Source: an optimization exercise on an open RTL-to-GDS flow (aim: small area, a short achievable clock period and few clock cycles). Production flows keep margins and buffers that such runs may drop.
RTL that was checked went through simulation tests only; none was proved equivalent to the original.
The RTL of runs 1 and 2 was laid out without a check of its function.

`design/flow/config.mk`:
```
export PLATFORM = sky130hd
export DESIGN_NAME = vendingMachine
export DESIGN_NICKNAME = vendingMachine
export VERILOG_FILES = /design/flow/design.v
export SDC_FILE = /design/flow/constraint.sdc
export NUM_CORES = 4
export LEC_CHECK = 0
export ABC_AREA = 1
export CAP_MARGIN = 20
export CORE_MARGIN = 2
export CORE_UTILIZATION = 40
export SLEW_MARGIN = 20
```
`design/flow/constraint.sdc`:
```
create_clock -name core_clock -period 6.0 [get_ports {clk}]
set_input_delay 1.2000 -clock core_clock [delete_from_list [all_inputs] [get_ports {clk}]]
set_output_delay 1.2000 -clock core_clock [all_outputs]
set_load 0.01 [all_outputs]
```
`design/flow/design.v`:
```
module vendingMachine(
   clk,
   reset,
   coinInA,
   coinInB,
   coinInC,
   coinInD,
   itemTypeIn,
   itemNumberIn,
   forceIn,
   coinOutA,
   coinOutB,
   coinOutC,
   coinOutD,
   itemTypeOut,
   itemNumberOut,
   serviceTypeOut
);
input          clk;
input          reset;
input  [5:0]   coinInA;
input  [5:0]   coinInB;
input  [5:0]   coinInC;
input  [5:0]   coinInD;
input  [1:0]   itemTypeIn;
input  [2:0]   itemNumberIn;
input          forceIn;
output [5:0]   coinOutA;
output [5:0]   coinOutB;
output [5:0]   coinOutC;
output [5:0]   coinOutD;
output [1:0]   itemTypeOut;
output [2:0]   itemNumberOut;
output [1:0]   serviceTypeOut;
reg            busy;              
reg            first;             
reg            paid;              
reg    [5:0]   countA, countB, countC, countD;   
reg    [9:0]   s5;                
reg    [2:0]   r;                 
reg    [2:0]   num;               
reg    [1:0]   typ;
reg            frc;
function [4:0] cost5;             
   input [1:0] t;
   case (t)
      2'd0: cost5 = 5'd3;
      2'd1: cost5 = 5'd5;
      2'd2: cost5 = 5'd15;
      default: cost5 = 5'd20;
   endcase
endfunction
wire [3:0]  dq;                   
wire [2:0]  r0;                   
assign dq[0] = (~coinInD[4] & ~coinInD[3] & coinInD[2] & coinInD[0]) | (~coinInD[4] & ~coinInD[3] & coinInD[2] & coinInD[1]) | (~coinInD[5] & ~coinInD[4] & coinInD[3] & ~coinInD[2] & ~coinInD[1]) | (~coinInD[4] & coinInD[2] & coinInD[1] & coinInD[0]) | (~coinInD[5] & coinInD[4] & coinInD[3] & coinInD[2] & ~coinInD[1]) | (coinInD[5] & ~coinInD[4] & ~coinInD[3] & coinInD[1] & coinInD[0]) | (coinInD[5] & ~coinInD[4] & ~coinInD[3] & coinInD[2]) | (coinInD[5] & ~coinInD[4] & coinInD[2] & coinInD[0]) | (coinInD[5] & ~coinInD[4] & coinInD[2] & coinInD[1]) | (coinInD[5] & ~coinInD[3] & coinInD[2] & coinInD[1] & coinInD[0]) | (coinInD[4] & coinInD[3] & ~coinInD[2] & coinInD[1]) | (~coinInD[5] & coinInD[4] & ~coinInD[3] & ~coinInD[2]) | (coinInD[5] & coinInD[4] & ~coinInD[2] & ~coinInD[1]) | (~coinInD[5] & coinInD[4] & ~coinInD[2] & coinInD[0]);
assign dq[1] = (~coinInD[5] & ~coinInD[4] & coinInD[3] & coinInD[1]) | (~coinInD[5] & ~coinInD[4] & coinInD[3] & coinInD[2]) | (~coinInD[5] & coinInD[4] & ~coinInD[3] & ~coinInD[2]) | (~coinInD[5] & coinInD[3] & coinInD[2] & coinInD[1]) | (coinInD[5] & ~coinInD[4] & ~coinInD[3]) | (coinInD[5] & ~coinInD[3] & coinInD[2]) | (coinInD[5] & coinInD[4] & coinInD[3] & ~coinInD[2]) | (coinInD[5] & ~coinInD[3] & coinInD[1]);
assign dq[2] = (~coinInD[5] & coinInD[4] & coinInD[2]) | (~coinInD[5] & coinInD[4] & coinInD[3]) | (coinInD[5] & ~coinInD[4] & ~coinInD[3]) | (coinInD[4] & coinInD[3] & coinInD[2]);
assign dq[3] = (coinInD[5] & coinInD[3]) | (coinInD[5] & coinInD[4]);
assign r0[0] = (~coinInD[4] & ~coinInD[3] & coinInD[2] & coinInD[1] & ~coinInD[0]) | (~coinInD[5] & ~coinInD[4] & coinInD[3] & ~coinInD[2] & ~coinInD[1] & ~coinInD[0]) | (~coinInD[5] & ~coinInD[4] & coinInD[3] & coinInD[2] & ~coinInD[1] & coinInD[0]) | (~coinInD[5] & coinInD[4] & coinInD[3] & coinInD[2] & ~coinInD[1] & ~coinInD[0]) | (coinInD[5] & ~coinInD[4] & ~coinInD[3] & coinInD[2] & ~coinInD[0]) | (coinInD[5] & ~coinInD[4] & coinInD[2] & coinInD[1] & ~coinInD[0]) | (coinInD[5] & coinInD[4] & ~coinInD[3] & ~coinInD[2] & coinInD[1] & coinInD[0]) | (~coinInD[5] & ~coinInD[4] & ~coinInD[3] & ~coinInD[2] & coinInD[0]) | (coinInD[4] & ~coinInD[3] & ~coinInD[2] & ~coinInD[1] & ~coinInD[0]) | (coinInD[5] & ~coinInD[4] & coinInD[3] & ~coinInD[2] & coinInD[0]) | (coinInD[4] & coinInD[3] & coinInD[2] & coinInD[1] & coinInD[0]) | (~coinInD[5] & coinInD[4] & ~coinInD[3] & coinInD[2] & coinInD[0]) | (coinInD[5] & coinInD[4] & coinInD[3] & ~coinInD[2] & ~coinInD[0]) | (~coinInD[5] & coinInD[4] & ~coinInD[2] & coinInD[1] & ~coinInD[0]) | (coinInD[5] & coinInD[4] & coinInD[2] & ~coinInD[1] & coinInD[0]) | (~coinInD[4] & ~coinInD[3] & ~coinInD[2] & ~coinInD[1] & coinInD[0]) | (~coinInD[5] & ~coinInD[4] & ~coinInD[2] & coinInD[1] & coinInD[0]);
assign r0[1] = (~coinInD[5] & ~coinInD[4] & coinInD[3] & ~coinInD[1] & ~coinInD[0]) | (~coinInD[5] & ~coinInD[4] & coinInD[3] & coinInD[2] & ~coinInD[1]) | (~coinInD[5] & coinInD[4] & ~coinInD[3] & ~coinInD[2] & ~coinInD[1] & coinInD[0]) | (~coinInD[5] & coinInD[4] & coinInD[3] & ~coinInD[2] & coinInD[1] & coinInD[0]) | (~coinInD[5] & coinInD[3] & coinInD[2] & ~coinInD[1] & ~coinInD[0]) | (coinInD[5] & ~coinInD[4] & ~coinInD[3] & coinInD[2] & coinInD[1] & ~coinInD[0]) | (coinInD[5] & coinInD[4] & coinInD[3] & ~coinInD[2] & ~coinInD[1] & coinInD[0]) | (coinInD[5] & coinInD[3] & ~coinInD[2] & coinInD[1] & ~coinInD[0]) | (~coinInD[5] & ~coinInD[4] & ~coinInD[3] & coinInD[1] & coinInD[0]) | (coinInD[5] & coinInD[4] & ~coinInD[3] & ~coinInD[1] & ~coinInD[0]) | (~coinInD[5] & ~coinInD[3] & ~coinInD[2] & coinInD[1] & ~coinInD[0]) | (coinInD[5] & coinInD[3] & coinInD[2] & coinInD[1] & coinInD[0]) | (coinInD[5] & ~coinInD[3] & coinInD[2] & ~coinInD[1] & coinInD[0]) | (coinInD[5] & ~coinInD[4] & ~coinInD[3] & ~coinInD[2] & ~coinInD[1]) | (~coinInD[5] & coinInD[4] & ~coinInD[3] & coinInD[2] & coinInD[1]) | (coinInD[5] & coinInD[4] & coinInD[3] & coinInD[1] & ~coinInD[0]) | (coinInD[5] & ~coinInD[4] & coinInD[3] & coinInD[1] & coinInD[0]);
assign r0[2] = (coinInD[5] & ~coinInD[4] & ~coinInD[3] & ~coinInD[2] & coinInD[1] & ~coinInD[0]) | (~coinInD[5] & ~coinInD[4] & ~coinInD[3] & coinInD[2] & ~coinInD[1] & ~coinInD[0]) | (coinInD[5] & ~coinInD[4] & ~coinInD[3] & coinInD[2] & coinInD[1] & coinInD[0]) | (~coinInD[5] & ~coinInD[4] & coinInD[3] & ~coinInD[2] & ~coinInD[1] & coinInD[0]) | (coinInD[5] & ~coinInD[4] & coinInD[3] & coinInD[2] & ~coinInD[1] & ~coinInD[0]) | (~coinInD[5] & ~coinInD[4] & coinInD[3] & coinInD[2] & coinInD[1] & ~coinInD[0]) | (coinInD[5] & coinInD[4] & ~coinInD[3] & ~coinInD[2] & ~coinInD[1] & coinInD[0]) | (~coinInD[5] & coinInD[4] & ~coinInD[3] & ~coinInD[2] & coinInD[1] & coinInD[0]) | (coinInD[5] & coinInD[4] & ~coinInD[3] & coinInD[2] & coinInD[1] & ~coinInD[0]) | (~coinInD[5] & coinInD[4] & coinInD[3] & ~coinInD[2] & ~coinInD[1] & ~coinInD[0]) | (coinInD[5] & coinInD[4] & coinInD[3] & ~coinInD[2] & coinInD[1] & coinInD[0]) | (~coinInD[5] & coinInD[4] & coinInD[3] & coinInD[2] & ~coinInD[1] & coinInD[0]);
wire [7:0]  kn;                   
assign kn[0] = (~itemTypeIn[1] & itemNumberIn[0]) | (~itemTypeIn[0] & itemNumberIn[0]);
assign kn[1] = (~itemTypeIn[0] & ~itemNumberIn[1] & itemNumberIn[0]) | (~itemTypeIn[1] & itemTypeIn[0] & itemNumberIn[1]) | (~itemTypeIn[0] & itemNumberIn[1] & ~itemNumberIn[0]);
assign kn[2] = (~itemTypeIn[0] & ~itemNumberIn[2] & itemNumberIn[1] & ~itemNumberIn[0]) | (~itemTypeIn[1] & ~itemTypeIn[0] & itemNumberIn[2] & itemNumberIn[0]) | (itemTypeIn[0] & ~itemNumberIn[2] & itemNumberIn[0]) | (~itemTypeIn[1] & itemTypeIn[0] & itemNumberIn[2] & ~itemNumberIn[0]) | (itemTypeIn[1] & ~itemNumberIn[2] & itemNumberIn[0]) | (~itemTypeIn[0] & itemNumberIn[2] & ~itemNumberIn[1] & ~itemNumberIn[0]) | (itemTypeIn[1] & itemTypeIn[0] & itemNumberIn[0]);
assign kn[3] = (~itemNumberIn[2] & itemNumberIn[1] & itemNumberIn[0]) | (~itemTypeIn[0] & itemNumberIn[2] & ~itemNumberIn[1]) | (~itemTypeIn[1] & itemNumberIn[2] & ~itemNumberIn[1] & itemNumberIn[0]) | (itemTypeIn[0] & itemNumberIn[1] & ~itemNumberIn[0]) | (itemTypeIn[1] & ~itemTypeIn[0] & itemNumberIn[0]) | (itemTypeIn[1] & itemNumberIn[1]);
assign kn[4] = (~itemTypeIn[1] & ~itemTypeIn[0] & itemNumberIn[2] & itemNumberIn[1]) | (~itemTypeIn[1] & itemTypeIn[0] & itemNumberIn[2] & ~itemNumberIn[1]) | (itemTypeIn[1] & ~itemTypeIn[0] & itemNumberIn[1] & ~itemNumberIn[0]) | (itemTypeIn[1] & itemNumberIn[2] & ~itemNumberIn[0]) | (itemTypeIn[1] & itemTypeIn[0] & ~itemNumberIn[2] & itemNumberIn[0]) | (itemNumberIn[2] & itemNumberIn[1] & ~itemNumberIn[0]);
assign kn[5] = (~itemTypeIn[1] & itemTypeIn[0] & itemNumberIn[2] & itemNumberIn[1] & itemNumberIn[0]) | (itemTypeIn[1] & ~itemTypeIn[0] & itemNumberIn[2] & ~itemNumberIn[1] & ~itemNumberIn[0]) | (itemTypeIn[1] & ~itemTypeIn[0] & itemNumberIn[1] & itemNumberIn[0]) | (itemTypeIn[1] & itemTypeIn[0] & itemNumberIn[2] & ~itemNumberIn[1] & itemNumberIn[0]) | (itemTypeIn[1] & itemTypeIn[0] & itemNumberIn[1] & ~itemNumberIn[0]) | (itemTypeIn[1] & ~itemNumberIn[2] & itemNumberIn[1] & itemNumberIn[0]);
assign kn[6] = (itemTypeIn[1] & ~itemTypeIn[0] & itemNumberIn[2] & itemNumberIn[0]) | (itemTypeIn[1] & itemTypeIn[0] & itemNumberIn[2] & ~itemNumberIn[1]) | (itemTypeIn[1] & itemNumberIn[2] & itemNumberIn[1] & ~itemNumberIn[0]);
assign kn[7] = (itemTypeIn[1] & itemTypeIn[0] & itemNumberIn[2] & itemNumberIn[1] & itemNumberIn[0]);
wire [9:0]  v5   = {coinInA, 3'b0} + {3'b0, coinInA, 1'b0} + {3'b0, coinInB, 1'b0}
                 + {4'b0, coinInC} + {6'b0, dq};
wire [10:0] ev   = {1'b0, busy ? s5 : v5} + (busy ? {6'b0, cost5(typ)} : ~{3'b0, kn})
                 + {10'b0, ~busy};
wire        enough = ~ev[10];
reg  [5:0]  ge;
reg  [7:0]  th [1:6];
integer j;
always @* begin
   for (j = 1; j < 7; j = j + 1) begin
      case (itemTypeIn)
         2'd0: th[j] = j * 3;
         2'd1: th[j] = j * 5;
         2'd2: th[j] = j * 15;
         default: th[j] = j * 20;
      endcase
      ge[j-1] = (v5[9:8] != 2'b0) | (v5[7:0] >= th[j]);
   end
end
wire [6:0]  e    = {ge[5], ge[5:1] ^ ge[4:0], ~ge[0]};
wire [2:0]  nf   = {e[4] | e[5] | e[6], e[2] | e[3] | e[6], e[1] | e[3] | e[5]};
reg  [4:0]  sF;
integer k;
always @* begin
   sF = e[0] ? v5[4:0] : 5'd0;
   for (k = 1; k < 7; k = k + 1)
      sF = sF | ({5{e[k]}} & (v5[4:0] - th[k][4:0]));
end
wire [9:0]  s50  = enough ? ev[9:0] : forceIn ? {5'b0, sF} : v5;
wire [2:0]  num0 = enough ? itemNumberIn : forceIn ? nf : 3'd0;
wire [5:0]  fs   = {2'b0, s5[3:0]} + {2'b0, s5[7:4]} + {4'b0, s5[9:8]};
wire [2:0]  sm5;
assign sm5[0] = (~fs[4] & ~fs[3] & ~fs[2] & fs[0]) | (~fs[4] & ~fs[3] & fs[2] & fs[1] & ~fs[0]) | (~fs[4] & fs[3] & ~fs[2] & ~fs[1] & ~fs[0]) | (~fs[4] & ~fs[2] & fs[1] & fs[0]) | (~fs[4] & fs[3] & fs[2] & ~fs[1] & fs[0]) | (fs[4] & ~fs[3] & ~fs[2] & ~fs[0]) | (fs[4] & ~fs[3] & fs[2] & fs[0]) | (fs[4] & ~fs[2] & fs[1] & ~fs[0]) | (fs[4] & fs[3] & fs[2] & ~fs[1] & ~fs[0]) | (fs[4] & fs[2] & fs[1] & fs[0]);
assign sm5[1] = (fs[5]) | (~fs[4] & fs[3] & ~fs[1] & ~fs[0]) | (~fs[4] & fs[3] & fs[2] & ~fs[1]) | (fs[4] & ~fs[3] & ~fs[2] & ~fs[1] & fs[0]) | (fs[4] & fs[3] & ~fs[2] & fs[1] & fs[0]) | (fs[3] & fs[2] & ~fs[1] & ~fs[0]) | (~fs[4] & ~fs[3] & ~fs[2] & fs[1]) | (fs[4] & ~fs[3] & fs[1] & ~fs[0]) | (~fs[3] & fs[2] & fs[1] & fs[0]);
assign sm5[2] = (~fs[4] & ~fs[3] & fs[2] & ~fs[1] & ~fs[0]) | (~fs[4] & fs[3] & ~fs[2] & ~fs[1] & fs[0]) | (~fs[4] & fs[3] & fs[2] & fs[1] & ~fs[0]) | (fs[4] & ~fs[3] & ~fs[2] & fs[1] & fs[0]) | (fs[4] & fs[3] & ~fs[2] & ~fs[1] & ~fs[0]) | (fs[4] & fs[3] & fs[2] & ~fs[1] & fs[0]);
wire        b    = s5[0];
wire [3:0]  y    = {1'b0, sm5} + ((sm5[0] ^ b) ? 4'd5 : 4'd0);
wire [2:0]  m    = y[3:1];
wire [7:0]  p77  = s5[7:0] + {s5[5:0], 2'b0} + {s5[4:0], 3'b0} + {s5[1:0], 6'b0};
wire [7:0]  y77;
assign y77[0] = (y[0]);
assign y77[1] = (y[1]);
assign y77[2] = (~y[2] & y[0]) | (y[2] & ~y[0]);
assign y77[3] = (~y[3] & ~y[2] & ~y[1] & y[0]) | (y[1] & ~y[0]) | (y[2] & y[1]) | (y[3] & ~y[0]);
assign y77[4] = (y[3] & y[0]) | (~y[2] & y[1] & ~y[0]) | (y[2] & ~y[1] & ~y[0]) | (y[2] & y[1] & y[0]);
assign y77[5] = (y[3]) | (~y[2] & y[1] & y[0]) | (y[2] & ~y[1] & ~y[0]);
assign y77[6] = (y[3] & ~y[0]) | (~y[3] & ~y[2] & y[0]) | (y[2] & y[1] & ~y[0]);
assign y77[7] = (~y[2] & y[1]) | (y[2] & ~y[1] & y[0]) | (y[1] & ~y[0]) | (y[3] & y[0]);
wire [7:0]  a2   = p77 - y77;
wire [6:0]  a    = a2[7:1];
wire [10:0] r1x  = {1'b0, s5} - {2'b0, countA, 3'b0} - {4'b0, countA, 1'b0};
wire        exA  = ~r1x[10] & (r1x[9:0] >= 10'd10);
wire        rbig = r1x[9:8] != 2'b0;                          
wire [7:0]  rr   = exA ? r1x[7:0] : {4'b0, y};
wire [7:0]  u0   = {1'b0, countB, 1'b0} + {2'b0, countC};
wire [5:0]  dmr  = countD - {3'b0, r};
wire        rok  = countD >= {3'b0, r};
wire [3:0]  dq5;
assign dq5[0] = (~dmr[4] & ~dmr[3] & dmr[2] & dmr[0]) | (~dmr[4] & ~dmr[3] & dmr[2] & dmr[1]) | (~dmr[5] & ~dmr[4] & dmr[3] & ~dmr[2] & ~dmr[1]) | (~dmr[4] & dmr[2] & dmr[1] & dmr[0]) | (~dmr[5] & dmr[4] & dmr[3] & dmr[2] & ~dmr[1]) | (dmr[5] & ~dmr[4] & ~dmr[3] & dmr[1] & dmr[0]) | (dmr[5] & ~dmr[4] & ~dmr[3] & dmr[2]) | (dmr[5] & ~dmr[4] & dmr[2] & dmr[0]) | (dmr[5] & ~dmr[4] & dmr[2] & dmr[1]) | (dmr[5] & ~dmr[3] & dmr[2] & dmr[1] & dmr[0]) | (dmr[4] & dmr[3] & ~dmr[2] & dmr[1]) | (~dmr[5] & dmr[4] & ~dmr[3] & ~dmr[2]) | (dmr[5] & dmr[4] & ~dmr[2] & ~dmr[1]) | (~dmr[5] & dmr[4] & ~dmr[2] & dmr[0]);
assign dq5[1] = (~dmr[5] & ~dmr[4] & dmr[3] & dmr[1]) | (~dmr[5] & ~dmr[4] & dmr[3] & dmr[2]) | (~dmr[5] & dmr[4] & ~dmr[3] & ~dmr[2]) | (~dmr[5] & dmr[3] & dmr[2] & dmr[1]) | (dmr[5] & ~dmr[4] & ~dmr[3]) | (dmr[5] & ~dmr[3] & dmr[2]) | (dmr[5] & dmr[4] & dmr[3] & ~dmr[2]) | (dmr[5] & ~dmr[3] & dmr[1]);
assign dq5[2] = (~dmr[5] & dmr[4] & dmr[2]) | (~dmr[5] & dmr[4] & dmr[3]) | (dmr[5] & ~dmr[4] & ~dmr[3]) | (dmr[4] & dmr[3] & dmr[2]);
assign dq5[3] = (dmr[5] & dmr[3]) | (dmr[5] & dmr[4]);
wire [7:0]  uq   = u0 + {4'b0, dq5};
wire        bA   = r1x[7:0] >= {1'b0, countB, 1'b0} + 8'd2;
wire        bN   = {4'b0, y} >= {1'b0, countB, 1'b0} + 8'd2;
wire        cA_  = r1x[7:0] > u0;
wire        cN   = {4'b0, y} > u0;
wire        qA   = r1x[7:0] <= uq;
wire        qN   = {4'b0, y} <= uq;
wire        exB  = exA ? bA : bN;
wire        c0   = b & (countC == 6'd0);                      
wire        exC  = exB ? (exA ? cA_ : cN) : c0;
wire        okq  = exB ? (exA ? qA & ~rbig : qN) : ~(c0 & (dq5 == 4'd0));
wire        ok   = rok & okq & (first | frc | (num == 3'd0));
wire [7:0]  e2   = rr - {1'b0, countB, 1'b0};                 
wire [3:0]  qlo  = rr[3:0] - u0[3:0];                         
wire [5:0]  kq   = {qlo, 2'b0} + {2'b0, qlo} + {3'b0, r};
wire [5:0]  kD   = ~exC ? {3'b0, r} : exB ? kq : {3'b0, r} + 6'd5;
wire [5:0]  kA   = exA ? countA : a[5:0];
wire [5:0]  kB   = exB ? countB : rr[6:1];
wire [5:0]  kC   = exC ? countC : exB ? e2[5:0] : {5'b0, b};
wire [5:0]  oA   = paid ? kA : 6'd0;
wire [5:0]  oB   = paid ? kB : 6'd0;
wire [5:0]  oC   = paid ? kC : 6'd0;
wire [5:0]  oD   = paid ? kD : 6'd0;
wire [6:0]  tA   = {1'b0, countA} - {1'b0, oA} + {1'b0, coinInA};
wire [6:0]  tB   = {1'b0, countB} - {1'b0, oB} + {1'b0, coinInB};
wire [6:0]  tC   = {1'b0, countC} - {1'b0, oC} + {1'b0, coinInC};
wire [6:0]  tD   = {1'b0, countD} - {1'b0, oD} + {1'b0, coinInD};
always @(posedge clk) begin
   if (!reset) begin
      busy   <= 1'b0;
      paid   <= 1'b0;
      countA <= 6'd5;
      countB <= 6'd30;
      countC <= 6'd10;
      countD <= 6'd20;
   end
   else if (!busy) begin
      if (itemNumberIn != 3'd0) begin
         busy   <= 1'b1;
         paid   <= 1'b0;
         first  <= 1'b1;
         countA <= tA[6] ? 6'd63 : tA[5:0];
         countB <= tB[6] ? 6'd63 : tB[5:0];
         countC <= tC[6] ? 6'd63 : tC[5:0];
         countD <= tD[6] ? 6'd63 : tD[5:0];
         s5     <= s50;
         r      <= r0;
         num    <= num0;
         typ    <= itemTypeIn;
         frc    <= forceIn;
      end
   end
   else if (ok) begin
      busy   <= 1'b0;
      paid   <= 1'b1;
   end
   else begin
      first  <= 1'b0;
      num    <= num - 3'd1;
      s5     <= ev[9:0];
   end
end
assign coinOutA       = kA;
assign coinOutB       = kB;
assign coinOutC       = kC;
assign coinOutD       = kD;
assign itemTypeOut    = typ;
assign itemNumberOut  = num;
assign serviceTypeOut = !busy ? 2'b01 : ok ? 2'b00 : 2'b10;
endmodule
```
`design/flow/flow/run.sh`:
```
#!/bin/bash
set -euo pipefail
here=$(pwd)
mkdir -p scripts
for f in "$FLOW_HOME"/scripts/*; do ln -sf "$f" scripts/; done
rm -f scripts/abc_area.script
cp flow/abc_area.script scripts/abc_area.script
bash standard.sh ADDER_MAP_FILE= SCRIPTS_DIR="$here/scripts" finish > flow_make.log 2>&1
```
`design/flow/flow/abc_area.script`:
```
strash
balance -l
resub -K 6 -l
rewrite -l
resub -K 6 -N 2 -l
refactor -l
resub -K 8 -l
balance -l
resub -K 8 -N 2 -l
rewrite -l
resub -K 10 -l
rewrite -z -l
resub -K 10 -N 2 -l
balance -l
resub -K 12 -l
refactor -z -l
resub -K 12 -N 2 -l
rewrite -z -l
balance -l
balance -l
resub -K 6 -l
rewrite -l
resub -K 6 -N 2 -l
refactor -l
resub -K 8 -l
balance -l
resub -K 8 -N 2 -l
rewrite -l
resub -K 10 -l
rewrite -z -l
resub -K 10 -N 2 -l
balance -l
resub -K 12 -l
refactor -z -l
resub -K 12 -N 2 -l
rewrite -z -l
balance -l
dch
map -B 0.9
topo
stime -c
buffer -c
upsize -c
dnsize -c
```
`design/flow/standard.sh`:
```
#!/bin/bash
# synth_recipe.tcl (not shown) runs the flow's synth.tcl, then flattens the netlist and writes it again
# the make line also repeats each setting of config.mk as NAME=value (left out here)
make -C /OpenROAD-flow-scripts/flow DESIGN_CONFIG=/design/flow/config.mk WORK_HOME=/design/flow/orfs CLKGATE_MAP_FILE= SYNTH_SCRIPT=/design/flow/synth_recipe.tcl "${@:-finish}"
```
==> run_results.csv, run 1 <==
group,metric,value,unit
clock_network,cts_tree,"yes",
final_layout,drive_gt1_frac,0.180,
critical_path,cp-start-kind,"flip-flop",
floorplanning,core_area,23500,µm²
clock_network,cts_buffer_depth,2,
clock_network,path_clk_slew,0.08,ns
floorplanning,initial_utilization,0.409,
timing,fin_crit,5.75,ns
timing,tightest_slew,1.12,ns
clock_network,clock_sinks,46,
floorplanning,ioPinCount,63,
synth,async_flop_share,0,
global_routing,grt-ovfl-total,0,
timing,skew,0.00992,ns
critical_path,worstPathArrival,4.55,ns
clock_network,cts.root.buffer_cell,"clkbuf_16",
synth,synth_area_leaders,"nand2_1, nand3_1, inv_1",
floorplanning,rows,56,
clock_network,cts_hold_buf,0,
final_layout,finish.utilization,0.520,
clock_network,clkLatencyLatePin,0.31,ns
final_layout,design_area,12300,µm²
place,dpl_cell_area,11600,µm²
final_layout,layout.nets,2077,
detailed_routing,viasPerCell,5.28,
timing,min_period_over_period,0.958,
global_routing,grt_pass1_wl,57300,µm
global_routing,antenna_found_initial,1,
synth,ys_ff_latch,46,
critical_path,crit_type,"flip-flop to output port",
global_routing,grt_use_met3,0.0271,
timing,holdWs,0.623,ns
timing,fmax,0.174,GHz
global_routing,top_usage_layer,"met2",
synth,synth_fp_nets,1880,
synth,avgSynthCellArea,5.21,µm²
synth,syn_area,9630,µm²
final_layout,final_cell_mix,"nand2_1, inv_1, nand3_1",
timing,rsz0062_at_grt,"yes",
detailed_routing,dr.pass1.iters,6,
global_routing,grt_max_degree,49,
place,numPortBuffers,62,
critical_path,cp_max_fo,7,
global_routing,first_global_vias,11287,
clock_network,htree_levels,2,
floorplanning,fp.dieW,159,µm
place,dp_hpwl,29500,µm
min_path,hold_path.class,"flip-flop to flip-flop",
global_routing,grt_use_total,0.275,
final_layout,final_common_cell,"nand2_1",
synth,synth_edf_count,20,
run_status,status,"timing/DRC/antenna clean",
synth,synth_cell_types,61,
detailed_routing,ant_nets,0,
place,gp_congestion,0.982,
global_routing,gr-usage-met2,0.464,
floorplanning,die_area,25300,µm²
timing,finalSetupViolations,0,
timing,hold_violations,0,
final_layout,layoutNonFillerInstCount,2366,
detailed_routing,drc_errors,0,
critical_path,required,4.80,ns
global_routing,met1_usage,0.376,
detailed_routing,first_iter_violations,938,
synth,yosysWarningCount,2,
flow_run,drv_cap,0,
place,placed_cells,2338,
critical_path,worst_setup_path_end_kind,"output port",
critical_path,cpMaxStageDelayCell,"clkdlybuf4s50_1",
final_layout,syn_to_final_growth,27.2,%
synth,syn_inst,1848,
timing,slew_headroom,0.252,
synth,synth_top_cell_by_area,"nand2_1",
detailed_routing,wirelength,36200,µm
clock_network,cts_inserted_buffers,5,
detailed_routing,num_vias,12488,
synth,synth_ff_type,"dfxtp_1",
critical_path,slowest_delay,0.58,ns
synth,synth_top_area_frac,0.254,
critical_path,crit_path_frequent_cell,"nand2_1",
timing,slew_viol_final,0,
synth,ys_seq_area_frac,0.116,
floorplanning,die_h,159,µm
detailed_routing,routedWlPerCell,15.3,µm
==> layout make-up <==
type / instances / area [µm²]
inverter: 272 / 1020
multi-input combinational: 1494 / 7670
antenna: 1 / 2.50
fill: 2578 / 11300
clock buffer: 5 / 125
sequential: 46 / 1120
clock inverter: 3 / 23.8
timing repair buffer: 226 / 1880
tap: 319 / 399
==> synthesized netlist by cell type (19+ instances only) <==
master,count
a21oi_1,80
dfxtp_1,26
edfxtp_1,20
inv_1,243
inv_2,26
nand2_1,652
nand2_2,30
nand3_1,184
nand4_1,19
nor2_1,162
o21ai_0,82
o21ai_1,19
or2_2,19
xor2_1,54
==> what timing repair did <==
item,in CTS,in global routing
endpoints found under the setup margin,8,53
setup buffers,5,14
gates resized for setup,20,102
cloned,0,0
pin swaps,7,17
==> path summary, 6_finish.rpt <==
path	to	cells past startpoint	startpoint	slack (ns)
worst max-delay path	coinOutC[2]	28	s5[1]	0.25
worst min-delay path	countA[2]	2	countA[2]	0.62
worst max register to register	countD[2]	43	s5[1]	0.56
worst min register to register	countA[2]	2	countA[2]	0.62
==> logic make-up (layout without fill, tap and decap cells) <==
kind of cell	Yosys count	in the layout	share of synthesized area
simple gates	1133	1133	0.511
xor+xnor	68	68	0.0626
fa+ha+maj	2	2	0.00208
flops	46	46	0.116
other cells	0	1	0
compound gates	291	291	0.183
buf+inv	308	506	0.125
==> layer usage <==
metal / up-vias / share of wire
met3: 56 / 0.067
met1: 5661 / 0.46
met4: 0 / 0.020
met2: 399 / 0.46
li1: 6372 / -
met5: - / 0
==> through the flow <==
step | TNS (ns) | setup slack [ns]
2_1_floorplan | 0 | 0.788
3_3_place_gp | -0.154 | -0.104
3_5_place_dp | -0.522 | -0.175
4_1_cts | 0 | 0.000365
5_1_grt | -0.203 | -0.174
6_report | 0 | 0.255
==> flip-flops by register name, indices dropped and copies added (netlist names) <==
signal	flops
first	1
num	3
busy	1
r	3
countC	6
frc	1
countA	6
countD	6
s5	10
typ	2
countB	6
paid	1
==> worst max-delay path, delay by kind of cell, from the launching register on <==
kind	cells	cell delay, ns
buf+inv	8	1.35
flops	1	0.42
simple gates	17	1.94
compound gates	3	0.53
==> inputs of run 2 (changes only) <==
==> design/flow/flow/run.sh (replaced) <==
#!/bin/bash
# The standard layout, with these changes:
# - synthesis leaves adders to ABC as plain gates instead of mapping them
#   to the full/half-adder cells;
# - each port gets a buf_2 as its buffer.
set -euo pipefail
here=$(pwd)
mkdir -p scripts
for f in "$FLOW_HOME"/scripts/*; do ln -sf "$f" scripts/; done
rm -f scripts/abc_area.script
cp flow/abc_area.script scripts/abc_area.script
bash standard.sh ADDER_MAP_FILE= SCRIPTS_DIR="$here/scripts" "BUFFER_PORTS_ARGS=-buffer_cell sky130_fd_sc_hd__buf_2" finish > flow_make.log 2>&1
==> design/flow/flow/abc_area.script (replaced) <==
strash
&get -n
&deepsyn -J 5 -S 1
&put
balance
balance -l
resub -K 6 -l
rewrite -l
resub -K 6 -N 2 -l
refactor -l
resub -K 8 -l
balance -l
resub -K 8 -N 2 -l
rewrite -l
resub -K 10 -l
rewrite -z -l
resub -K 10 -N 2 -l
balance -l
resub -K 12 -l
refactor -z -l
resub -K 12 -N 2 -l
rewrite -z -l
balance -l
dch
map -B 0.9
topo
stime -c
buffer -c
upsize -c
dnsize -c
==> run 2 against run 1 <==
  * Still clean
  * Synthesized cell count decreased by 12%
  * Sequential share of layout area up 1.4 points
  * Synthesized area down 7.3%
  * Utilization shrank 3.6 points
  * Design area is 13% lower
  * Via count decreased by 14%
  * Cell count fell by 15%
  * Global-route usage shrank 2.4 points
  * Die area shrank 7.1%
==> run_results.csv, run 2 <==
group,metric,value,unit
final_layout,layoutNonFillerInstCount,2015,
critical_path,crit_type,"flip-flop to output port",
final_layout,n_antenna_cell,0,
critical_path,crit_path_frequent_cell,"nand2_4",
synth,syn_inst,1629,
critical_path,worstPathArrival,4.59,ns
synth,ys_seq_area_frac,0.126,
synth,synth_top_area_frac,0.199,
critical_path,slowest_delay,0.52,ns
clock_network,cts_buffer_depth,2,
final_layout,design_area,10600,µm²
final_layout,drive_gt1_frac,0.201,
timing,slew_headroom,0.532,
place,numPortBuffers,62,
synth,netlist_top_cells_count,"nand2_1, inv_1, nor2_1",
clock_network,htree_levels,2,
floorplanning,ioPinCount,63,
global_routing,antenna_found_initial,0,
place,dp_hpwl,25000,µm
critical_path,worst_setup_path_end_kind,"output port",
synth,ys_ff_latch,46,
synth,synth_area_leaders,"nand2_1, inv_1, nor2_1",
flow_run,drv_cap,0,
critical_path,cp_max_fo,8,
detailed_routing,dr.pass1.iters,6,
timing,fin_crit,5.79,ns
floorplanning,die_area,23500,µm²
floorplanning,initial_utilization,0.408,
place,placed_cells,1964,
synth,synth_edf_count,20,
place,dp_slack,0.0456,ns
floorplanning,die_h,153,µm
critical_path,cpMaxStageDelayCell,"edfxtp_1",
final_layout,final_cell_mix,"nand2_1, inv_1, nor2_1",
timing,skew,0.00884,ns
final_layout,layout.nets,1766,
critical_path,reg2reg_from,"s5[1]",
timing,tightest_slew,0.699,ns
detailed_routing,first_iter_violations,812,
final_layout,largest_reg_flops,10,
floorplanning,rows,54,
timing,setup_ws,0.214,ns
run_status,status,"timing/DRC/antenna clean",
final_layout,largest_register,"s5",
synth,async_flop_share,0,
min_path,hold_path.class,"flip-flop to flip-flop",
synth,synth_ff_type,"dfxtp_1",
detailed_routing,viasPerCell,5.30,
global_routing,grt_pass1_wl,48500,µm
clock_network,clock_sinks,46,
clock_network,cts_tree,"yes",
min_path,hp-start,"countB[4]",
critical_path,reg2reg_depth,50,
critical_path,reg2reg_to,"countD[1]",
timing,rsz0062_at_grt,"yes",
timing,finalSetupViolations,0,
timing,hold_violations,0,
clock_network,cts.root.buffer_cell,"clkbuf_16",
final_layout,regArea,1120,µm²
critical_path,cp-start-kind,"flip-flop",
global_routing,grt-ovfl-total,0,
clock_network,path_clk_slew,0.07,ns
global_routing,grt_max_degree,24,
place,gp_congestion,1.01,
clock_network,cts_inserted_buffers,5,
detailed_routing,drc_errors,0,
clock_network,clkLatencyLatePin,0.30,ns
synth,avgSynthCellArea,5.48,µm²
floorplanning,core_area,21900,µm²
min_path,holdPathStages,2,
place,dpl_cell_area,9610,µm²
critical_path,required,4.80,ns
detailed_routing,num_vias,10683,
final_layout,syn_to_final_growth,18.7,%
timing,min_period_over_period,0.964,
detailed_routing,routedWlPerCell,15.2,µm
detailed_routing,ant_nets,0,
timing,fmax,0.173,GHz
timing,slew_viol_final,0,
detailed_routing,wirelength,30700,µm
final_layout,num-fill-cells,2389,
synth,synth_top_cell_by_area,"nand2_1",
global_routing,grt_use_total,0.251,
synth,synth_most_common_cell,"nand2_1",
synth,syn_area,8930,µm²
final_layout,final_common_cell,"nand2_1",
floorplanning,fp.dieW,153,µm
synth,yosysWarningCount,2,
synth,synth_cell_types,61,
critical_path,r2r_slack,0.51,ns
synth,synth_fp_nets,1661,
global_routing,first_global_vias,9411,
min_path,whs_endpoint,"countB[4]",
final_layout,multiInputGateArea,7180,µm²
-- run 2: cell types whose count changed after synthesis, moves of 6 or more --
cell	previous run	this run
nand4_1	19	27
a31oi_1	14	8
xnor2_1	13	31
a21oi_1	80	74
inv_2	26	19
nand2_2	30	36
a21boi_0	6	0
xor2_1	54	66
nand2_1	652	474
nor2_1	162	176
or2_2	19	25
nand3_1	184	117
a22oi_1	9	2
-- run 2: kinds of logic (layout without fill, tap and decap cells) --
logic type	Yosys count	after routing	share of synthesized area
adder cells (fa/ha/maj)	5	5	0.00589
AO/OA/AOI/OAI	265	265	0.182
flip-flops	46	46	0.126
XOR/XNOR	101	101	0.102
buffers and inverters	291	397	0.124
AND/OR/NAND/NOR	921	921	0.460
-- run 2: stage by stage --
step / util / setup TNS (ns) / hold slack (ns)
after global routing: 0.484 / -0.363 / 0.655
after global placement: 0.439 / 0 / 0.582
final: 0.484 / 0 / 0.604
after CTS: 0.448 / 0 / 0.606
after floorplan: - / 0 / 0.551
after detailed placement: 0.439 / 0 / 0.596
-- run 2: worst max path at each step --
| stage | startpoint | end | cells after the start |
|---|---|---|---|
| 2_1_floorplan | coinInD[3] | s5[6] | 35 |
| 3_3_place_gp | coinInD[5] | s5[6] | 35 |
| 3_5_place_dp | coinInD[5] | s5[5] | 35 |
| 4_1_cts | s5[5] | coinOutD[5] | 43 |
| 5_1_grt | s5[5] | coinOutA[4] | 40 |
| 6_report | s5[1] | coinOutA[4] | 38 |
-- run 2: cell type report --
type | instances | share of cell area
Timing Repair Buffer | 122 | 0.0733
Clock inverter | 2 | 0.00130
Multi-Input combinational cell | 1292 | 0.678
Clock buffer | 6 | 0.0142
Tap cell | 280 | 0.0331
Inverter | 267 | 0.0948
Sequential cell | 46 | 0.106
-- run 2: critical path: cells and delay by family (launching register included) --
kind / cells / cell delay, ns
simple gates: 29 / 2.88
flops: 1 / 0.52
compound gates: 2 / 0.22
buf+inv: 7 / 0.68
-- run 2: timing repair --
| action | 4_1_cts | 5_1_grt |
|---|---|---|
| resized for setup | 7 | 115 |
| hold buffers | 0 | 0 |
| buffers inserted | 1 | 42 |
| endpoints found under the setup margin | 1 | 33 |
| pin swaps | 2 | 40 |
-- run 2: per-layer routing --
metal / wire [µm] / part of all wire / up-vias / GRT usage
li1: - / - / 5466 / -
met1: 13800 / 0.45 / 4871 / 0.350
met2: 14400 / 0.47 / 309 / 0.423
met3: 1910 / 0.062 / 37 / 0.0167
met4: 527 / 0.017 / 0 / 0.0581
met5: 0 / 0 / - / 0
==> inputs of run 3 (changes only) <==
--- a/design/flow/design.v
+++ b/design/flow/design.v
@@ -34,7 +34,6 @@
 output [1:0]   serviceTypeOut;
 reg            busy;              
 reg            first;             
-reg            paid;              
 reg    [5:0]   countA, countB, countC, countD;   
 reg    [9:0]   s5;                
 reg    [2:0]   r;                 
@@ -149,18 +148,21 @@
 wire [5:0]  kA   = exA ? countA : a[5:0];
 wire [5:0]  kB   = exB ? countB : rr[6:1];
 wire [5:0]  kC   = exC ? countC : exB ? e2[5:0] : {5'b0, b};
-wire [5:0]  oA   = paid ? kA : 6'd0;
-wire [5:0]  oB   = paid ? kB : 6'd0;
-wire [5:0]  oC   = paid ? kC : 6'd0;
-wire [5:0]  oD   = paid ? kD : 6'd0;
-wire [6:0]  tA   = {1'b0, countA} - {1'b0, oA} + {1'b0, coinInA};
-wire [6:0]  tB   = {1'b0, countB} - {1'b0, oB} + {1'b0, coinInB};
-wire [6:0]  tC   = {1'b0, countC} - {1'b0, oC} + {1'b0, coinInC};
-wire [6:0]  tD   = {1'b0, countD} - {1'b0, oD} + {1'b0, coinInD};
+wire [6:0]  tA   = {1'b0, countA} + {1'b0, coinInA};
+wire [6:0]  tB   = {1'b0, countB} + {1'b0, coinInB};
+wire [6:0]  tC   = {1'b0, countC} + {1'b0, coinInC};
+wire [6:0]  tD   = {1'b0, countD} + {1'b0, coinInD};
+wire [5:0]  pA   = exA ? 6'd0 : countA - a[5:0];
+wire [5:0]  pB   = exB ? 6'd0 : countB - rr[6:1];
+wire [5:0]  pC   = exC ? 6'd0 : countC - (exB ? e2[5:0] : {5'b0, b});
+wire [5:0]  pD   = countD - kD;
+wire [5:0]  nA   = busy ? pA : tA[6] ? 6'd63 : tA[5:0];
+wire [5:0]  nB   = busy ? pB : tB[6] ? 6'd63 : tB[5:0];
+wire [5:0]  nC   = busy ? pC : tC[6] ? 6'd63 : tC[5:0];
+wire [5:0]  nD   = busy ? pD : tD[6] ? 6'd63 : tD[5:0];
 always @(posedge clk) begin
    if (!reset) begin
       busy   <= 1'b0;
-      paid   <= 1'b0;
       countA <= 6'd5;
       countB <= 6'd30;
       countC <= 6'd10;
@@ -169,12 +171,11 @@
    else if (!busy) begin
       if (itemNumberIn != 3'd0) begin
          busy   <= 1'b1;
-         paid   <= 1'b0;
          first  <= 1'b1;
-         countA <= tA[6] ? 6'd63 : tA[5:0];
-         countB <= tB[6] ? 6'd63 : tB[5:0];
-         countC <= tC[6] ? 6'd63 : tC[5:0];
-         countD <= tD[6] ? 6'd63 : tD[5:0];
+         countA <= nA;
+         countB <= nB;
+         countC <= nC;
+         countD <= nD;
          s5     <= s50;
          r      <= r0;
          num    <= num0;
@@ -184,7 +185,10 @@
    end
    else if (ok) begin
       busy   <= 1'b0;
-      paid   <= 1'b1;
+      countA <= nA;
+      countB <= nB;
+      countC <= nC;
+      countD <= nD;
    end
    else begin
       first  <= 1'b0;
--- a/design/flow/flow/abc_area.script
+++ b/design/flow/flow/abc_area.script
@@ -1,8 +1,22 @@
 strash
-&get -n
-&deepsyn -J 5 -S 1
-&put
-balance
+balance -l
+resub -K 6 -l
+rewrite -l
+resub -K 6 -N 2 -l
+refactor -l
+resub -K 8 -l
+balance -l
+resub -K 8 -N 2 -l
+rewrite -l
+resub -K 10 -l
+rewrite -z -l
+resub -K 10 -N 2 -l
+balance -l
+resub -K 12 -l
+refactor -z -l
+resub -K 12 -N 2 -l
+rewrite -z -l
+balance -l
 balance -l
 resub -K 6 -l
 rewrite -l
--- a/design/flow/config.mk
+++ b/design/flow/config.mk
@@ -8,5 +8,5 @@
 export ABC_AREA = 1
 export CAP_MARGIN = 20
 export CORE_MARGIN = 2
-export CORE_UTILIZATION = 40
+export CORE_UTILIZATION = 55
 export SLEW_MARGIN = 20
==> run 3 against run 2 <==
  * Register-to-register slack improved by 0.69 ns
  * Global-route usage increased by 7.6 points
  * Flip-flop and latch count down 1
  * Critical path type unchanged
  * Fmax up 2.1%
  * Synthesized area increased by 9.4%
  * Synthesized cell count up 12%
  * Design area increased by 0.35%
  * Critical endpoint is now coinOutA[5]
==> run_results.csv, run 3 <==
group,metric,value,unit
detailed_routing,routedWlPerCell,15.1,µm
global_routing,grt_use_total,0.327,
critical_path,worstPathArrival,4.47,ns
floorplanning,rows,48,
final_layout,final_cell_mix,"nand2_1, inv_1, nand3_1",
timing,rsz0062_at_grt,"yes",
synth,synth_fp_nets,1850,
detailed_routing,dr.pass1.iters,6,
synth,ys_seq_area_frac,0.113,
final_layout,syn_to_final_growth,8.88,%
detailed_routing,viasPerCell,5.64,
detailed_routing,drc_errors,0,
detailed_routing,wl_met3,2460,µm
clock_network,cts.root.buffer_cell,"clkbuf_16",
critical_path,crit_path_frequent_cell,"nand2_1",
place,dpl_cell_area,10200,µm²
synth,synth_edf_count,20,
place,dp_hpwl,25600,µm
detailed_routing,ant_nets,0,
clock_network,clock_sinks,45,
critical_path,worst_setup_path_end_kind,"output port",
global_routing,first_global_vias,9952,
global_routing,grt_max_degree,34,
place,gp_congestion,1.01,
clock_network,clkLatencyLatePin,0.30,ns
timing,skew,0.00777,ns
synth,synth_area_leaders,"nand2_1, nand3_1, inv_1",
timing,min_period_over_period,0.945,
synth,netlist_top_cells_count,"nand2_1, inv_1, nand3_1",
clock_network,cts_hold_buf,0,
global_routing,antenna_found_initial,2,
global_routing,grt_pass1_wl,49300,µm
critical_path,required,4.80,ns
timing,holdWs,0.563,ns
synth,synth_cell_types,67,
timing,tightest_slew,0.785,ns
synth,synth_top_area_frac,0.229,
critical_path,cp_max_fo,11,
synth,synth_ff_type,"dfxtp_1",
critical_path,slowest_delay,0.46,ns
critical_path,cpMaxStageDelayCell,"edfxtp_1",
clock_network,htree_levels,2,
detailed_routing,met2WireLength,14000,µm
detailed_routing,routed.top_layer,"met4",
flow_run,drv_cap,0,
detailed_routing,first_iter_violations,1055,
place,dp_slack,0.339,ns
final_layout,drive_gt1_frac,0.164,
floorplanning,initial_utilization,0.563,
critical_path,critPathTopFamily,"simple AND/OR/NAND/NOR gates",
run_status,status,"timing/DRC/antenna clean",
clock_network,cts_inserted_buffers,5,
synth,ys_ff_latch,45,
timing,slew_viol_final,0,
final_layout,layout.nets,1903,
synth,avgSynthCellArea,5.37,µm²
critical_path,crit_type,"flip-flop to output port",
final_layout,layoutNonFillerInstCount,2099,
critical_path,crit_buf_inv,5,
clock_network,path_clk_slew,0.07,ns
floorplanning,die_area,18800,µm²
final_layout,largest_register,"s5",
timing,fin_setup_tns,0,ns
global_routing,grt-ovfl-total,0,
detailed_routing,wirelength,31700,µm
final_layout,largest_reg_flops,10,
clock_network,cts_tree,"yes",
synth,async_flop_share,0,
timing,fmax,0.176,GHz
place,placed_cells,2068,
synth,synth_most_common_cell,"nand2_1",
detailed_routing,wl_met1,14300,µm
clock_network,cts_buffer_depth,2,
final_layout,finish.utilization,0.613,
final_layout,final_common_cell,"nand2_1",
floorplanning,ioPinCount,63,
final_layout,design_area,10600,µm²
timing,fin_crit,5.67,ns
detailed_routing,num_vias,11835,
synth,yosysWarningCount,2,
floorplanning,die_h,137,µm
floorplanning,core_area,17400,µm²
timing,finalSetupViolations,0,
critical_path,cp-start-kind,"flip-flop",
synth,syn_area,9770,µm²
synth,synth_top_cell_by_area,"nand2_1",
floorplanning,fp.dieW,137,µm
min_path,hold_path.class,"flip-flop to flip-flop",
place,numPortBuffers,62,
timing,setup_ws,0.332,ns
timing,slew_headroom,0.476,
synth,syn_inst,1818,
timing,hold_violations,0,
## run 3: changes by cell type after synthesis, sizes merged, moves of 15 or more
cell	delta
xor2	-15
o21ai	+45
nor2	-27
nand3	+47
nand2	+133
buf	+22
## run 3: kinds of logic after synthesis
logic type                 Yosys count  share of synthesized area
AOI/OAI and AO/OA                  325                      0.197
xor gates and xnor gates            77                     0.0729
adders and majority gates            1                    0.00102
buffers and inverters              305                      0.129
DFF                                 45                      0.113
muxes                                1                    0.00115
and+or+nand+nor                   1064                      0.487
## run 3: metal layers
layer | up-vias | global-route usage
met4 | 0 | 0.102
li1 | 6009 | -
met5 | - | 0
met1 | 5226 | 0.460
met2 | 528 | 0.522
met3 | 72 | 0.0353
## run 3: cell type report
cell class	count	area, µm²
multi-input cells	1468	7530
fillers	1826	6720
flip-flops and latches	45	1110
inverters	258	980
repair buffers	93	547
well taps	225	282
clock buffers	7	175
clock inverters	1	8.76
diodes	2	5.00
## run 3: repair_timing
item	4_1_cts	5_1_grt
gates resized for setup	0	39
setup endpoints to repair	0	8
endpoints found under the hold margin	0	0
buffers inserted	0	21
## run 3: path summary, 6_finish.rpt
kind,from,endpoint,slack [ns],cells after the start
hold reg to reg,countA[1],countA[1],0.56,2
setup reg to reg,r[0],countC[5],1.20,40
setup / recovery,s5[0],coinOutA[5],0.33,32
hold / removal,countA[1],countA[1],0.56,2
## run 3: worst register-to-register path, delay by kind of cell (launching register included)
family,cells,cell delay [ns]
AOI/OAI and AO/OA,4,0.52
buffers and inverters,7,0.78
DFF,1,0.54
and+or+nand+nor,29,2.90
Testbench counts of run 3, summed over its fixed seeds: cycles 15,992.
==> inputs of run 4 (changes only) <==
==> design/flow/flow/abc_area.script (replaced) <==
strash
&get -n
&deepsyn -T 20
&put
balance -l
resub -K 6 -l
rewrite -l
resub -K 6 -N 2 -l
refactor -l
resub -K 8 -l
balance -l
resub -K 8 -N 2 -l
rewrite -l
resub -K 10 -l
rewrite -z -l
resub -K 10 -N 2 -l
balance -l
resub -K 12 -l
refactor -z -l
resub -K 12 -N 2 -l
rewrite -z -l
balance -l
dch
map -B 0.9
topo
stime -c
buffer -c
upsize -c
dnsize -c
--- a/design/flow/config.mk
+++ b/design/flow/config.mk
@@ -8,5 +8,5 @@
 export ABC_AREA = 1
 export CAP_MARGIN = 20
 export CORE_MARGIN = 2
-export CORE_UTILIZATION = 55
+export CORE_UTILIZATION = 40
 export SLEW_MARGIN = 20
==> run 4 against run 3 <==
  * Global-route usage shrank 4.9 points
  * Fmax decreased by 9.3%
  * Sequential share of layout area is 0.38 points lower
  * Non-clock buffer count increased by 125
  * First-iteration DRC count down 24%
  * Register-to-register slack worse by 1.1 ns
  * Hold slack better by 0.021 ns
  * Now fails the layout checks on setup timing
==> run_results.csv, run 4 <==
group,metric,value,unit
critical_path,worstPathArrival,5.05,ns
synth,synth_compound_area_frac,0.216,
synth,synthMuxAreaShare,0,
final_layout,final_cell_mix,"nand2_1, inv_1, buf_4",
timing,setup_ws,-0.246,ns
final_layout,layout.nets,1787,
detailed_routing,wirelength,32500,µm
global_routing,first_global_vias,9735,
critical_path,crit_path_frequent_cell,"buf_4",
final_layout,largest_register,"s5",
clock_network,path_clk_slew,0.08,ns
run_status,status,"failed layout checks",
place,placed_cells,1930,
global_routing,grt_max_degree,19,
final_layout,drive_gt1_frac,0.232,
synth,ys_ff_latch,45,
global_routing,grt_use_met3,0.0419,
synth,synth_most_common_cell,"nand2_1",
synth,synth_top_family_by_area,"simple AND/OR/NAND/NOR gates",
detailed_routing,drc_errors,0,
floorplanning,fp.dieW,151,µm
critical_path,worst_setup_path_end_kind,"output port",
flow_run,drv_cap,0,
synth,synthAdderAreaFrac,0.0104,
global_routing,gr-usage-met2,0.465,
detailed_routing,num_vias,10980,
final_layout,layoutNonFillerInstCount,2032,
global_routing,top_usage_layer,"met2",
final_layout,syn_to_final_growth,26.8,%
clock_network,cts_buffer_depth,2,
run_status,failed_checks,"setup timing",
synth,synth_area_leaders,"nand2_1, inv_1, xor2_1",
global_routing,antenna_found_initial,3,
timing,fmax,0.160,GHz
detailed_routing,ant_nets,0,
place,gp_congestion,0.940,
timing,skew,0.00991,ns
global_routing,met1_usage,0.368,
clock_network,cts_hold_buf,0,
detailed_routing,viasPerCell,5.40,
global_routing,grt_pass1_wl,49700,µm
clock_network,cts.root.buffer_cell,"clkbuf_16",
floorplanning,rows,53,
detailed_routing,routedWlPerCell,16.0,µm
timing,min_period_over_period,1.04,
clock_network,htree_levels,2,
critical_path,cp-start-kind,"flip-flop",
floorplanning,initial_utilization,0.411,
timing,hold_violations,0,
detailed_routing,first_iter_violations,806,
floorplanning,core_area,21200,µm²
timing,tightest_slew,0.881,ns
critical_path,r2r_slack,0.15,ns
critical_path,cpMaxStageDelayCell,"edfxtp_1",
global_routing,grt_use_total,0.277,
critical_path,cp_max_fo,5,
synth,yosysWarningCount,2,
synth,synth_fp_nets,1593,
clock_network,cts_inserted_buffers,5,
floorplanning,die_area,22900,µm²
synth,syn_area,8680,µm²
final_layout,largest_reg_flops,10,
synth,async_flop_share,0,
synth,synthSimpleGateAreaFrac,0.414,
floorplanning,ioPinCount,63,
clock_network,clock_sinks,45,
final_layout,regArea,1110,µm²
timing,slew_viol_final,0,
final_layout,multiInputGateArea,6930,µm²
critical_path,critPathTopFamily,"buffers and inverters",
timing,fin_setup_tns,-0.396,ns
synth,synth_top_area_frac,0.189,
detailed_routing,dr.pass1.iters,6,
global_routing,grt-ovfl-total,0,
timing,finalSetupViolations,3,
synth,synth_top_cell_by_area,"nand2_1",
floorplanning,die_h,151,µm
synth,synth_ff_type,"dfxtp_1",
critical_path,crit_buf_inv,22,
critical_path,crit_type,"flip-flop to output port",
final_layout,finish.utilization,0.520,
synth,synth_edf_count,20,
final_layout,final_common_cell,"nand2_1",
final_layout,num-fill-cells,2211,
synth,netlist_top_cells_count,"nand2_1, inv_1, nor2_1",
synth,synth_cell_types,66,
synth,avgSynthCellArea,5.56,µm²
timing,fin_crit,6.25,ns
clock_network,clkLatencyLatePin,0.31,ns
place,dp_hpwl,24900,µm
timing,slew_headroom,0.412,
synth,synth_xor_area_frac,0.105,
synth,ys_seq_area_frac,0.127,
timing,rsz0062_at_grt,"yes",
place,numPortBuffers,62,
min_path,hold_path.class,"flip-flop to flip-flop",
critical_path,slowest_delay,0.53,ns
clock_network,cts_tree,"yes",
synth,syn_inst,1561,
critical_path,required,4.80,ns
-- run 4: cell types whose count changed after synthesis, sizes merged, moves of 9 or more --
cell,previous run,this run
nand3,180,115
buf,33,12
o21ai,153,139
nand2,651,474
a31oi,8,17
xor2,54,79
inv,254,238
-- run 4: per-stage QoR --
| stage | worst slack (ns) | cell area (µm²) | hold slack (ns) |
|---|---|---|---|
| 2_1_floorplan | 0.711 | 8680 | 0.512 |
| 3_3_place_gp | 0.0410 | 9640 | 0.572 |
| 3_5_place_dp | -0.0444 | 9640 | 0.581 |
| 4_1_cts | -0.0170 | 10400 | 0.592 |
| 5_1_grt | -0.488 | 11000 | 0.647 |
| 6_report | -0.246 | 11000 | 0.584 |
-- run 4: metal layers --
metal | share of wire | vias to the layer above
li1 | - | 5494
met1 | 0.43 | 4966
met2 | 0.46 | 424
met3 | 0.078 | 92
met4 | 0.033 | 4
met5 | 0.00065 | -
-- run 4: worst paths after layout --
| kind | from | depth (start not counted) | to |
|---|---|---|---|
| hold reg to reg | countD[5] | 2 | countD[5] |
| setup / recovery | s5[4] | 33 | coinOutA[5] |
| setup reg to reg | s5[4] | 41 | countA[5] |
| hold / removal | countD[5] | 2 | countD[5] |
-- run 4: logic make-up after synthesis --
kind of cell | Yosys count
flops | 45
xor+xnor | 102
fa+ha+maj | 9
compound gates | 321
buf+inv | 275
simple gates | 809
-- run 4: timing repair --
action | CTS | global route
pin swaps | 26 | 57
gates resized for setup | 45 | 88
setup buffers | 59 | 37
setup endpoints to repair | 11 | 37
cloned | 0 | 1
hold endpoints to repair | 0 | 0
-- run 4: worst min-delay path, cell delays in order, from the launching register on --
cell     delay (ns)
dfxtp_1        0.38
nand2_1        0.10
nand3_1        0.06
-- run 4: final cells by class --
type / count / area share
diodes: 1 / 0.000227
clock buffers: 7 / 0.0149
clock inverters: 1 / 0.000682
inverters: 243 / 0.0847
multi-input cells: 1242 / 0.630
flip-flops and latches: 45 / 0.100
well taps: 275 / 0.0313
repair buffers: 218 / 0.138
==> inputs of run 5 (changes only) <==
--- a/design/flow/flow/abc_area.script
+++ b/design/flow/flow/abc_area.script
@@ -1,6 +1,6 @@
 strash
 &get -n
-&deepsyn -T 20
+&deepsyn -T 60
 &put
 balance -l
 resub -K 6 -l
==> run 5 against run 4 <==
  * Via count shrank 4.3%
  * Critical path depth is the same
  * Cell count shrank 2.1%
  * Synthesized area grew 2.9%
  * Critical path type unchanged
  * Utilization shrank 6.2 points
  * Global-route usage shrank 2.8 points
  * First-iteration DRC count grew 4.6%
  * Setup slack gained 0.55 ns
  * Die area grew 2.8%
  * The run now finishes clean
  * Sequential share of layout area grew 0.94 points
  * Clock skew shrank 0.00084 ns
==> run_results.csv, run 5 <==
group,metric,value,unit
run_status,status,"timing/DRC/antenna clean",
critical_path,required,4.80,ns
synth,synthAdderAreaFrac,0.00560,
timing,hold_violations,0,
critical_path,cp-start-kind,"flip-flop",
synth,synth_area_leaders,"nand2_1, inv_1, nand3_1",
timing,slew_viol_final,0,
clock_network,cts.root.buffer_cell,"clkbuf_16",
final_layout,num-fill-cells,2441,
flow_run,drv_cap,0,
clock_network,cts_tree,"yes",
global_routing,grt_max_degree,28,
final_layout,regArea,1100,µm²
global_routing,first_global_vias,9362,
final_layout,drive_gt1_frac,0.163,
synth,synthMuxAreaShare,0,
place,dp_hpwl,24900,µm
synth,synth_top_family_by_area,"simple AND/OR/NAND/NOR gates",
synth,synth_fp_nets,1661,
place,gp_congestion,1.01,
clock_network,cts_hold_buf,0,
floorplanning,initial_utilization,0.408,
floorplanning,ioPinCount,63,
timing,fmax,0.175,GHz
detailed_routing,ant_nets,0,
global_routing,gr-usage-met2,0.397,
critical_path,worst_setup_path_end_kind,"output port",
synth,ys_seq_area_frac,0.123,
critical_path,r2r_slack,1.15,ns
detailed_routing,first_iter_violations,843,
timing,fin_crit,5.70,ns
synth,synth_top_area_frac,0.197,
synth,synth_cell_types,61,
detailed_routing,wirelength,30500,µm
detailed_routing,dr.pass1.iters,5,
final_layout,largest_register,"s5",
timing,slew_headroom,0.263,
critical_path,cp_max_fo,13,
floorplanning,fp.dieW,153,µm
global_routing,grt_pass1_wl,48000,µm
detailed_routing,routedWlPerCell,15.3,µm
place,numPortBuffers,62,
synth,synth_xor_area_frac,0.0863,
synth,ys_ff_latch,45,
final_layout,layout.nets,1740,
global_routing,top_usage_layer,"met2",
min_path,hold_path.class,"flip-flop to flip-flop",
clock_network,clock_sinks,45,
critical_path,slowest_delay,0.49,ns
final_layout,syn_to_final_growth,12.4,%
critical_path,crit_type,"flip-flop to output port",
clock_network,cts_inserted_buffers,5,
timing,skew,0.00907,ns
synth,syn_inst,1629,
floorplanning,die_h,153,µm
timing,min_period_over_period,0.950,
global_routing,grt_use_met3,0.0258,
timing,holdWs,0.583,ns
global_routing,antenna_found_initial,0,
floorplanning,die_area,23500,µm²
synth,syn_area,8930,µm²
final_layout,multiInputGateArea,6810,µm²
timing,rsz0062_at_grt,"yes",
synth,netlist_top_cells_count,"nand2_1, inv_1, nor2_1",
global_routing,grt-ovfl-total,0,
critical_path,worstPathArrival,4.50,ns
synth,synthSimpleGateAreaFrac,0.458,
clock_network,htree_levels,2,
global_routing,grt_use_total,0.249,
detailed_routing,drc_errors,0,
clock_network,clkLatencyLatePin,0.30,ns
global_routing,met1_usage,0.358,
synth,synth_ff_type,"dfxtp_1",
detailed_routing,num_vias,10513,
detailed_routing,viasPerCell,5.29,
timing,tightest_slew,1.10,ns
timing,finalSetupViolations,0,
floorplanning,core_area,21900,µm²
floorplanning,rows,54,
critical_path,cpMaxStageDelayCell,"edfxtp_1",
synth,yosysWarningCount,2,
final_layout,largest_reg_flops,10,
clock_network,cts_buffer_depth,2,
synth,avgSynthCellArea,5.48,µm²
critical_path,crit_path_frequent_cell,"nand2_1",
final_layout,final_common_cell,"nand2_1",
synth,synth_most_common_cell,"nand2_1",
final_layout,n_antenna_cell,0,
synth,synth_compound_area_frac,0.194,
synth,async_flop_share,0,
final_layout,final_cell_mix,"nand2_1, inv_1, nor2_1",
synth,synth_edf_count,20,
synth,synth_top_cell_by_area,"nand2_1",
clock_network,path_clk_slew,0.07,ns
## run 5: cell count changes in the layout (fill, tap and decap cells not counted), sizes merged, moves of 5 or more
cell	before	now
nor3	18	10
nand3	115	143
nor2	153	163
xor2	79	64
o22ai	15	23
a31oi	17	10
buf	218	106
nand2	475	532
inv	237	258
o21ai	139	134
a21oi	82	68
## run 5: per-layer routing
metal	share of wire	up-vias	wire length, µm
li1	-	5430	-
met1	0.47	4693	14300
met2	0.44	356	13500
met3	0.066	34	2010
met4	0.021	0	640
met5	0	-	0
## run 5: cell type report
| type | instances | area share |
|---|---|---|
| clock buffers | 7 | 0.0153 |
| repair buffers | 106 | 0.0638 |
| clock inverters | 1 | 0.000374 |
| inverters | 261 | 0.0980 |
| multi-input cells | 1289 | 0.678 |
| well taps | 280 | 0.0349 |
| flip-flops and latches | 45 | 0.110 |
## run 5: logic make-up after synthesis
| family | count (synthesis) |
|---|---|
| and+or+nand+nor | 900 |
| AOI/OAI and AO/OA | 296 |
| buffers and inverters | 295 |
| xor gates and xnor gates | 88 |
| DFF | 45 |
| adders and majority gates | 5 |
## run 5: what timing repair did
| action | in CTS | in global routing |
|---|---|---|
| gates resized for setup | 0 | 38 |
| endpoints found under the setup margin | 0 | 13 |
| hold endpoints to repair | 0 | 0 |
| setup buffers | 0 | 17 |
## run 5: stage by stage
stage           util  setup WS [ns]  TNS, ns  instances  cell area [µm²]
2_1_floorplan      -           1.12        0       1629             8930
3_3_place_gp   0.438          0.310        0       1964             9590
3_5_place_dp   0.438          0.224        0       1964             9590
4_1_cts        0.445          0.160        0       1972             9750
5_1_grt        0.459        -0.0468  -0.0827       1989            10000
6_report       0.459          0.301        0       1989            10000
## run 5: final timing paths
check                 to  depth (start not counted)       from
max          coinOutC[4]                         33      s5[3]
min            countA[0]                          2  countA[0]
max reg2reg    countD[4]                         47      s5[3]
min reg2reg    countA[0]                          2  countA[0]
## run 5: critical path: cells and delay by family (launching register included)
kind	cells	cell delay, ns
AOI/OAI and AO/OA	2	0.45
buffers and inverters	4	0.51
DFF	1	0.49
and+or+nand+nor	27	2.73

==> port drivers added, routing unchanged <==
In the flow no input, the clock included, has a driving cell. The finished layouts below were timed again as built, in two steps.
Step 1 assumes that a clkbuf_16 drives the clock port and a buf_2 every other input.
Step 2, shift: input delay + t, output delay - t, t = (earliest + latest rising clock arrival at the registers) / 2. This alone moves slack from input paths to output paths.
a / b / c = ideal / step 1 / step 2; a / b = the first two.
| run | shift t [ns] | setup slack, ns | clock arrival spread, ns | worst register clock-pin slew, ns | worst data-port slew with drivers (ns) |
|---|---|---|---|---|---|
| run 1 | 0.341 | 0.255 / 0.215 / 0.053 | 0.010 / 0.010 | 0.08 / 0.08 | 0.07 |
| run 2 | 0.339 | 0.214 / 0.172 / 0.113 | 0.009 / 0.009 | 0.07 / 0.07 | 0.05 |
| run 3 | 0.336 | 0.332 / 0.288 / 0.468 | 0.007 / 0.008 | 0.07 / 0.07 | 0.07 |
| run 4 | 0.350 | -0.246 / -0.292 / 0.058 | 0.010 / 0.010 | 0.08 / 0.08 | 0.07 |
| run 5 | 0.333 | 0.301 / 0.261 / 0.224 | 0.009 / 0.009 | 0.07 / 0.07 | 0.05 |
For run 1, which loses most, drivers alone change the setup slack by -0.040 ns; drivers and shift together by -0.202 ns.
